What follows belongs to an exercise in optimizing a design on an open flow for small area, a short achievable clock period and few clock cycles per item; a production flow would make more cautious choices.
At most, simulation tests tie the RTL to the original design; equivalence was not proved.

// cordic
module cordic #(parameter WIDTH = 32, ITER = 16)(
    input clk,
    input rst,
    input start,
    input mode,  
    input signed [WIDTH-1:0] x_in,
    input signed [WIDTH-1:0] y_in,
    input signed [WIDTH-1:0] z_in,
    output signed [WIDTH-1:0] x_out,
    output signed [WIDTH-1:0] y_out,
    output signed [WIDTH-1:0] z_out,
    output reg done
);
==> flow/config.mk <==
export PLATFORM = sky130hd
export DESIGN_NAME = cordic
export DESIGN_NICKNAME = cordic
export VERILOG_FILES = /design/flow/design.v
export SDC_FILE = /design/flow/constraint.sdc
export NUM_CORES = 4
export LEC_CHECK = 0
export ABC_AREA = 1
export CAP_MARGIN = 20
export CORE_MARGIN = 2
export CORE_UTILIZATION = 45
export SETUP_SLACK_MARGIN = 3.5
export SLEW_MARGIN = 20
==> flow/constraint.sdc <==
create_clock -name core_clock -period 7.0 [get_ports {clk}]
set_input_delay 1.4000 -clock core_clock [delete_from_list [all_inputs] [get_ports {clk}]]
set_output_delay 1.4000 -clock core_clock [all_outputs]
set_load 0.01 [all_outputs]
standard.sh (not shown) runs the stock make flow with config.mk's settings and CLKGATE_MAP_FILE= SYNTH_SCRIPT=/design/flow/synth_recipe.tcl, a recipe that flattens the netlist after the stock synthesis.
==> flow/flow/run.sh <==
#!/bin/bash
# The standard layout with two changes: plain buf_1 cells as the port buffers
# (buffer_ports otherwise picks delay buffers), and no adder-cell mapping in
# synthesis (ADDER_MAP_FILE empty), so abc maps the adders' prefix logic from
# gates instead of ha/fa cells. Registers and their names are unchanged.
# make's output goes to make.log here; each ORFS step keeps its own log under orfs/logs.
set -euo pipefail
export BUFFER_PORTS_ARGS="-buffer_cell sky130_fd_sc_hd__buf_1"
bash standard.sh ADDER_MAP_FILE= finish > make.log 2>&1
Testbench counts at the start, summed over its fixed seeds: cycles 57,592, ops 3,200.
Edit:
--- a/flow/design.v
+++ b/flow/design.v
@@ -123,12 +123,16 @@
     wire d = mode_r ? y[WIDTH-1] : ~z[WIDTH-1];
     wire signed [WIDTH-1:0] xn = addsub(x, ys, d);
     wire signed [WIDTH-1:0] yn = addsub(y, xs, ~d);
     wire signed [WIDTH-1:0] zn = addsub(z, atan_table(i), d);
     wire load = start & ~busy;
     always @(posedge clk) begin
+        ix <= busy ? ix + 4'd1 : 4'd0;
+        iy <= busy ? iy + 4'd1 : 4'd0;
+        if (!busy)
+            mode_r <= mode;
         if (busy) begin
             x <= xn;
             y <= yn;
             z <= zn;
         end else begin
             x <= mode ? x_in : K;
@@ -138,26 +142,20 @@
     end
     always @(posedge clk or posedge rst) begin
         if (rst) begin
             busy <= 1'b0;
             done <= 1'b0;
             i <= 4'd0;
-            ix <= 4'd0;
-            iy <= 4'd0;
-            mode_r <= 1'b0;
         end else begin
             done <= busy & (i == ITER - 1);
             if (busy) begin
                 i <= i + 4'd1;
-                ix <= ix + 4'd1;
-                iy <= iy + 4'd1;
             end
-            if (load) begin
+            if (load)
                 busy <= 1'b1;
-                mode_r <= mode;
-            end else if (i == ITER - 1) begin
+            else if (i == ITER - 1) begin
                 busy <= 1'b0;
             end
         end
     end
     assign x_out = x;
     assign y_out = y;
Effect:
- The new run finished clean
- via count falls slightly
- critical path depth is unchanged
- die area rises slightly
- cell area rises slightly
- routed wire length falls slightly
- utilization hardly moves
- area after synthesis rises slightly
Testbench counts after the change, summed over its fixed seeds: cycles 57,592, ops 3,200.

========
The RTL this note starts from:
==> flow/design.v <==
module cordic #(parameter WIDTH = 32, ITER = 16)(
    input clk,
    input rst,
    input start,
    input mode,  
    input signed [WIDTH-1:0] x_in,
    input signed [WIDTH-1:0] y_in,
    input signed [WIDTH-1:0] z_in,
    output signed [WIDTH-1:0] x_out,
    output signed [WIDTH-1:0] y_out,
    output signed [WIDTH-1:0] z_out,
    output reg done
);
    localparam signed [WIDTH-1:0] K = 32'sd19898;   
    reg signed [WIDTH-1:0] x, y, z;
    reg [3:0] i;       
    reg busy;
    reg mode_r;        
    function signed [WIDTH-1:0] atan_table;
        input [3:0] idx;
        case (idx)
            4'd0:  atan_table = 32'sd25736;
            4'd1:  atan_table = 32'sd15192;
            4'd2:  atan_table = 32'sd8027;
            4'd3:  atan_table = 32'sd4074;
            4'd4:  atan_table = 32'sd2045;
            4'd5:  atan_table = 32'sd1023;
            4'd6:  atan_table = 32'sd511;
            4'd7:  atan_table = 32'sd256;
            4'd8:  atan_table = 32'sd128;
            4'd9:  atan_table = 32'sd64;
            4'd10: atan_table = 32'sd32;
            4'd11: atan_table = 32'sd16;
            4'd12: atan_table = 32'sd8;
            4'd13: atan_table = 32'sd4;
            4'd14: atan_table = 32'sd2;
            default: atan_table = 32'sd1;
        endcase
    endfunction
    function [WIDTH-1:0] addsub;
        input [WIDTH-1:0] a;
        input [WIDTH-1:0] b;
        input sub;
        reg [WIDTH-1:0] bb, p, g, pp, gg, pn, gn;
        begin
            bb = b ^ {WIDTH{sub}};
            p = a ^ bb;
            g = a & bb;
            g[0] = g[0] | (p[0] & sub);
            gg = g; pp = p; gn = g; pn = p;
                gn[1] = gg[1] | (pp[1] & gg[0]); pn[1] = pp[1] & pp[0];
                gn[3] = gg[3] | (pp[3] & gg[2]); pn[3] = pp[3] & pp[2];
                gn[5] = gg[5] | (pp[5] & gg[4]); pn[5] = pp[5] & pp[4];
                gn[7] = gg[7] | (pp[7] & gg[6]); pn[7] = pp[7] & pp[6];
                gn[9] = gg[9] | (pp[9] & gg[8]); pn[9] = pp[9] & pp[8];
                gn[11] = gg[11] | (pp[11] & gg[10]); pn[11] = pp[11] & pp[10];
                gn[13] = gg[13] | (pp[13] & gg[12]); pn[13] = pp[13] & pp[12];
                gn[15] = gg[15] | (pp[15] & gg[14]); pn[15] = pp[15] & pp[14];
                gn[17] = gg[17] | (pp[17] & gg[16]); pn[17] = pp[17] & pp[16];
                gn[19] = gg[19] | (pp[19] & gg[18]); pn[19] = pp[19] & pp[18];
                gn[21] = gg[21] | (pp[21] & gg[20]); pn[21] = pp[21] & pp[20];
                gn[23] = gg[23] | (pp[23] & gg[22]); pn[23] = pp[23] & pp[22];
                gn[25] = gg[25] | (pp[25] & gg[24]); pn[25] = pp[25] & pp[24];
                gn[27] = gg[27] | (pp[27] & gg[26]); pn[27] = pp[27] & pp[26];
                gn[29] = gg[29] | (pp[29] & gg[28]); pn[29] = pp[29] & pp[28];
                gn[31] = gg[31] | (pp[31] & gg[30]); pn[31] = pp[31] & pp[30];
                gg = gn; pp = pn;
                gn[3] = gg[3] | (pp[3] & gg[1]); pn[3] = pp[3] & pp[1];
                gn[7] = gg[7] | (pp[7] & gg[5]); pn[7] = pp[7] & pp[5];
                gn[11] = gg[11] | (pp[11] & gg[9]); pn[11] = pp[11] & pp[9];
                gn[15] = gg[15] | (pp[15] & gg[13]); pn[15] = pp[15] & pp[13];
                gn[19] = gg[19] | (pp[19] & gg[17]); pn[19] = pp[19] & pp[17];
                gn[23] = gg[23] | (pp[23] & gg[21]); pn[23] = pp[23] & pp[21];
                gn[27] = gg[27] | (pp[27] & gg[25]); pn[27] = pp[27] & pp[25];
                gn[31] = gg[31] | (pp[31] & gg[29]); pn[31] = pp[31] & pp[29];
                gg = gn; pp = pn;
                gn[7] = gg[7] | (pp[7] & gg[3]); pn[7] = pp[7] & pp[3];
                gn[15] = gg[15] | (pp[15] & gg[11]); pn[15] = pp[15] & pp[11];
                gn[23] = gg[23] | (pp[23] & gg[19]); pn[23] = pp[23] & pp[19];
                gn[31] = gg[31] | (pp[31] & gg[27]); pn[31] = pp[31] & pp[27];
                gg = gn; pp = pn;
                gn[15] = gg[15] | (pp[15] & gg[7]); pn[15] = pp[15] & pp[7];
                gn[31] = gg[31] | (pp[31] & gg[23]); pn[31] = pp[31] & pp[23];
                gg = gn; pp = pn;
                gn[31] = gg[31] | (pp[31] & gg[15]); pn[31] = pp[31] & pp[15];
                gg = gn; pp = pn;
                gn[23] = gg[23] | (pp[23] & gg[15]); pn[23] = pp[23] & pp[15];
                gg = gn; pp = pn;
                gn[11] = gg[11] | (pp[11] & gg[7]); pn[11] = pp[11] & pp[7];
                gn[19] = gg[19] | (pp[19] & gg[15]); pn[19] = pp[19] & pp[15];
                gn[27] = gg[27] | (pp[27] & gg[23]); pn[27] = pp[27] & pp[23];
                gg = gn; pp = pn;
                gn[5] = gg[5] | (pp[5] & gg[3]); pn[5] = pp[5] & pp[3];
                gn[9] = gg[9] | (pp[9] & gg[7]); pn[9] = pp[9] & pp[7];
                gn[13] = gg[13] | (pp[13] & gg[11]); pn[13] = pp[13] & pp[11];
                gn[17] = gg[17] | (pp[17] & gg[15]); pn[17] = pp[17] & pp[15];
                gn[21] = gg[21] | (pp[21] & gg[19]); pn[21] = pp[21] & pp[19];
                gn[25] = gg[25] | (pp[25] & gg[23]); pn[25] = pp[25] & pp[23];
                gn[29] = gg[29] | (pp[29] & gg[27]); pn[29] = pp[29] & pp[27];
                gg = gn; pp = pn;
                gn[2] = gg[2] | (pp[2] & gg[1]); pn[2] = pp[2] & pp[1];
                gn[4] = gg[4] | (pp[4] & gg[3]); pn[4] = pp[4] & pp[3];
                gn[6] = gg[6] | (pp[6] & gg[5]); pn[6] = pp[6] & pp[5];
                gn[8] = gg[8] | (pp[8] & gg[7]); pn[8] = pp[8] & pp[7];
                gn[10] = gg[10] | (pp[10] & gg[9]); pn[10] = pp[10] & pp[9];
                gn[12] = gg[12] | (pp[12] & gg[11]); pn[12] = pp[12] & pp[11];
                gn[14] = gg[14] | (pp[14] & gg[13]); pn[14] = pp[14] & pp[13];
                gn[16] = gg[16] | (pp[16] & gg[15]); pn[16] = pp[16] & pp[15];
                gn[18] = gg[18] | (pp[18] & gg[17]); pn[18] = pp[18] & pp[17];
                gn[20] = gg[20] | (pp[20] & gg[19]); pn[20] = pp[20] & pp[19];
                gn[22] = gg[22] | (pp[22] & gg[21]); pn[22] = pp[22] & pp[21];
                gn[24] = gg[24] | (pp[24] & gg[23]); pn[24] = pp[24] & pp[23];
                gn[26] = gg[26] | (pp[26] & gg[25]); pn[26] = pp[26] & pp[25];
                gn[28] = gg[28] | (pp[28] & gg[27]); pn[28] = pp[28] & pp[27];
                gn[30] = gg[30] | (pp[30] & gg[29]); pn[30] = pp[30] & pp[29];
                gg = gn; pp = pn;
            addsub = p ^ {gg[WIDTH-2:0], sub};
        end
    endfunction
    wire signed [WIDTH-1:0] xs = x >>> i;
    wire signed [WIDTH-1:0] ys = y >>> i;
    wire d = mode_r ? y[WIDTH-1] : ~z[WIDTH-1];
    wire signed [WIDTH-1:0] xn = addsub(x, ys, d);
    wire signed [WIDTH-1:0] yn = addsub(y, xs, ~d);
    wire signed [WIDTH-1:0] zn = addsub(z, atan_table(i), d);
    wire load = start & ~busy;
    always @(posedge clk) begin
        if (load) begin
            x <= mode ? x_in : K;
            y <= mode ? y_in : {WIDTH{1'b0}};
            z <= mode ? {WIDTH{1'b0}} : z_in;
        end else begin
            x <= xn;
            y <= yn;
            z <= zn;
        end
    end
    always @(posedge clk or posedge rst) begin
        if (rst) begin
            busy <= 1'b0;
            done <= 1'b0;
            i <= 4'd0;
            mode_r <= 1'b0;
        end else begin
            done <= busy & (i == ITER - 1);
            if (busy)
                i <= i + 4'd1;
            if (load) begin
                busy <= 1'b1;
                mode_r <= mode;
            end else if (i == ITER - 1) begin
                busy <= 1'b0;
            end
        end
    end
    assign x_out = x;
    assign y_out = y;
    assign z_out = z;
endmodule
==> flow/config.mk <==
export PLATFORM = sky130hd
export DESIGN_NAME = cordic
export DESIGN_NICKNAME = cordic
export VERILOG_FILES = /design/flow/design.v
export SDC_FILE = /design/flow/constraint.sdc
export NUM_CORES = 4
export LEC_CHECK = 0
export ABC_AREA = 1
export CAP_MARGIN = 20
export CORE_MARGIN = 2
export CORE_UTILIZATION = 40
export SETUP_SLACK_MARGIN = 4
export SLEW_MARGIN = 20
==> flow/constraint.sdc <==
create_clock -name core_clock -period 7.0 [get_ports {clk}]
set_input_delay 1.4000 -clock core_clock [delete_from_list [all_inputs] [get_ports {clk}]]
set_output_delay 1.4000 -clock core_clock [all_outputs]
set_load 0.01 [all_outputs]
Scripts as last shown in full above: flow/flow/run.sh
Edit:
--- a/flow/design.v
+++ b/flow/design.v
@@ -11,12 +11,13 @@
     output signed [WIDTH-1:0] z_out,
     output reg done
 );
     localparam signed [WIDTH-1:0] K = 32'sd19898;   
     reg signed [WIDTH-1:0] x, y, z;
     reg [3:0] i;       
+    reg [3:0] ix, iy;  
     reg busy;
     reg mode_r;        
     function signed [WIDTH-1:0] atan_table;
         input [3:0] idx;
         case (idx)
             4'd0:  atan_table = 32'sd25736;
@@ -114,40 +115,45 @@
                 gn[28] = gg[28] | (pp[28] & gg[27]); pn[28] = pp[28] & pp[27];
                 gn[30] = gg[30] | (pp[30] & gg[29]); pn[30] = pp[30] & pp[29];
                 gg = gn; pp = pn;
             addsub = p ^ {gg[WIDTH-2:0], sub};
         end
     endfunction
-    wire signed [WIDTH-1:0] xs = x >>> i;
-    wire signed [WIDTH-1:0] ys = y >>> i;
+    wire signed [WIDTH-1:0] xs = x >>> ix;
+    wire signed [WIDTH-1:0] ys = y >>> iy;
     wire d = mode_r ? y[WIDTH-1] : ~z[WIDTH-1];
     wire signed [WIDTH-1:0] xn = addsub(x, ys, d);
     wire signed [WIDTH-1:0] yn = addsub(y, xs, ~d);
     wire signed [WIDTH-1:0] zn = addsub(z, atan_table(i), d);
     wire load = start & ~busy;
     always @(posedge clk) begin
-        if (load) begin
+        if (busy) begin
+            x <= xn;
+            y <= yn;
+            z <= zn;
+        end else begin
             x <= mode ? x_in : K;
             y <= mode ? y_in : {WIDTH{1'b0}};
             z <= mode ? {WIDTH{1'b0}} : z_in;
-        end else begin
-            x <= xn;
-            y <= yn;
-            z <= zn;
         end
     end
     always @(posedge clk or posedge rst) begin
         if (rst) begin
             busy <= 1'b0;
             done <= 1'b0;
             i <= 4'd0;
+            ix <= 4'd0;
+            iy <= 4'd0;
             mode_r <= 1'b0;
         end else begin
             done <= busy & (i == ITER - 1);
-            if (busy)
+            if (busy) begin
                 i <= i + 4'd1;
+                ix <= ix + 4'd1;
+                iy <= iy + 4'd1;
+            end
             if (load) begin
                 busy <= 1'b1;
                 mode_r <= mode;
             end else if (i == ITER - 1) begin
                 busy <= 1'b0;
             end
After rerunning: Wire length is higher by 7.1%. Core utilization is higher by 3.1 points. Register-to-register slack gets better by 0.05 ns. Synthesized cell count is lower by about 0.34%.
Testbench counts after the change, summed over its fixed seeds: cycles 57,592, ops 3,200.
The RTL of the first run of this note was laid out without a check of its function.

## re-timing with driven ports
The results above use ideal ports. As a check the final layouts listed here were re-extracted and re-timed, cells and wires unchanged. Step 1 sets driving cells, clkbuf_16 on the clock port and buf_2 on the other inputs (assumed; they add their load-dependent delay and slew). Step 2 moves the port delays by t, midway between the first and last clock arrival at a register: inputs arrive t later, outputs are due t later. That takes back most of the time a late clock gives input paths. Three values: ideal ports, drivers, drivers and shift; two values: the first two.
run | t (ns) | setup WS [ns] | worst slew at a driven data input, ns
the first run of note 1 | 0.409 | 3.847 / 3.847 / 3.847 | 0.05
the second run of note 1 | 0.417 | 3.843 / 3.843 / 3.739 | 0.05
the first run of note 2 | 0.426 | 3.786 / 3.786 / 3.786 | 0.08
the second run of note 2 | 0.429 | 3.838 / 3.838 / 3.838 | 0.06
After both steps every run listed still meets setup and hold. The setup slack of the second run of note 1, which loses most, moves by 0.000 ns with the drivers and by -0.104 ns with both steps.
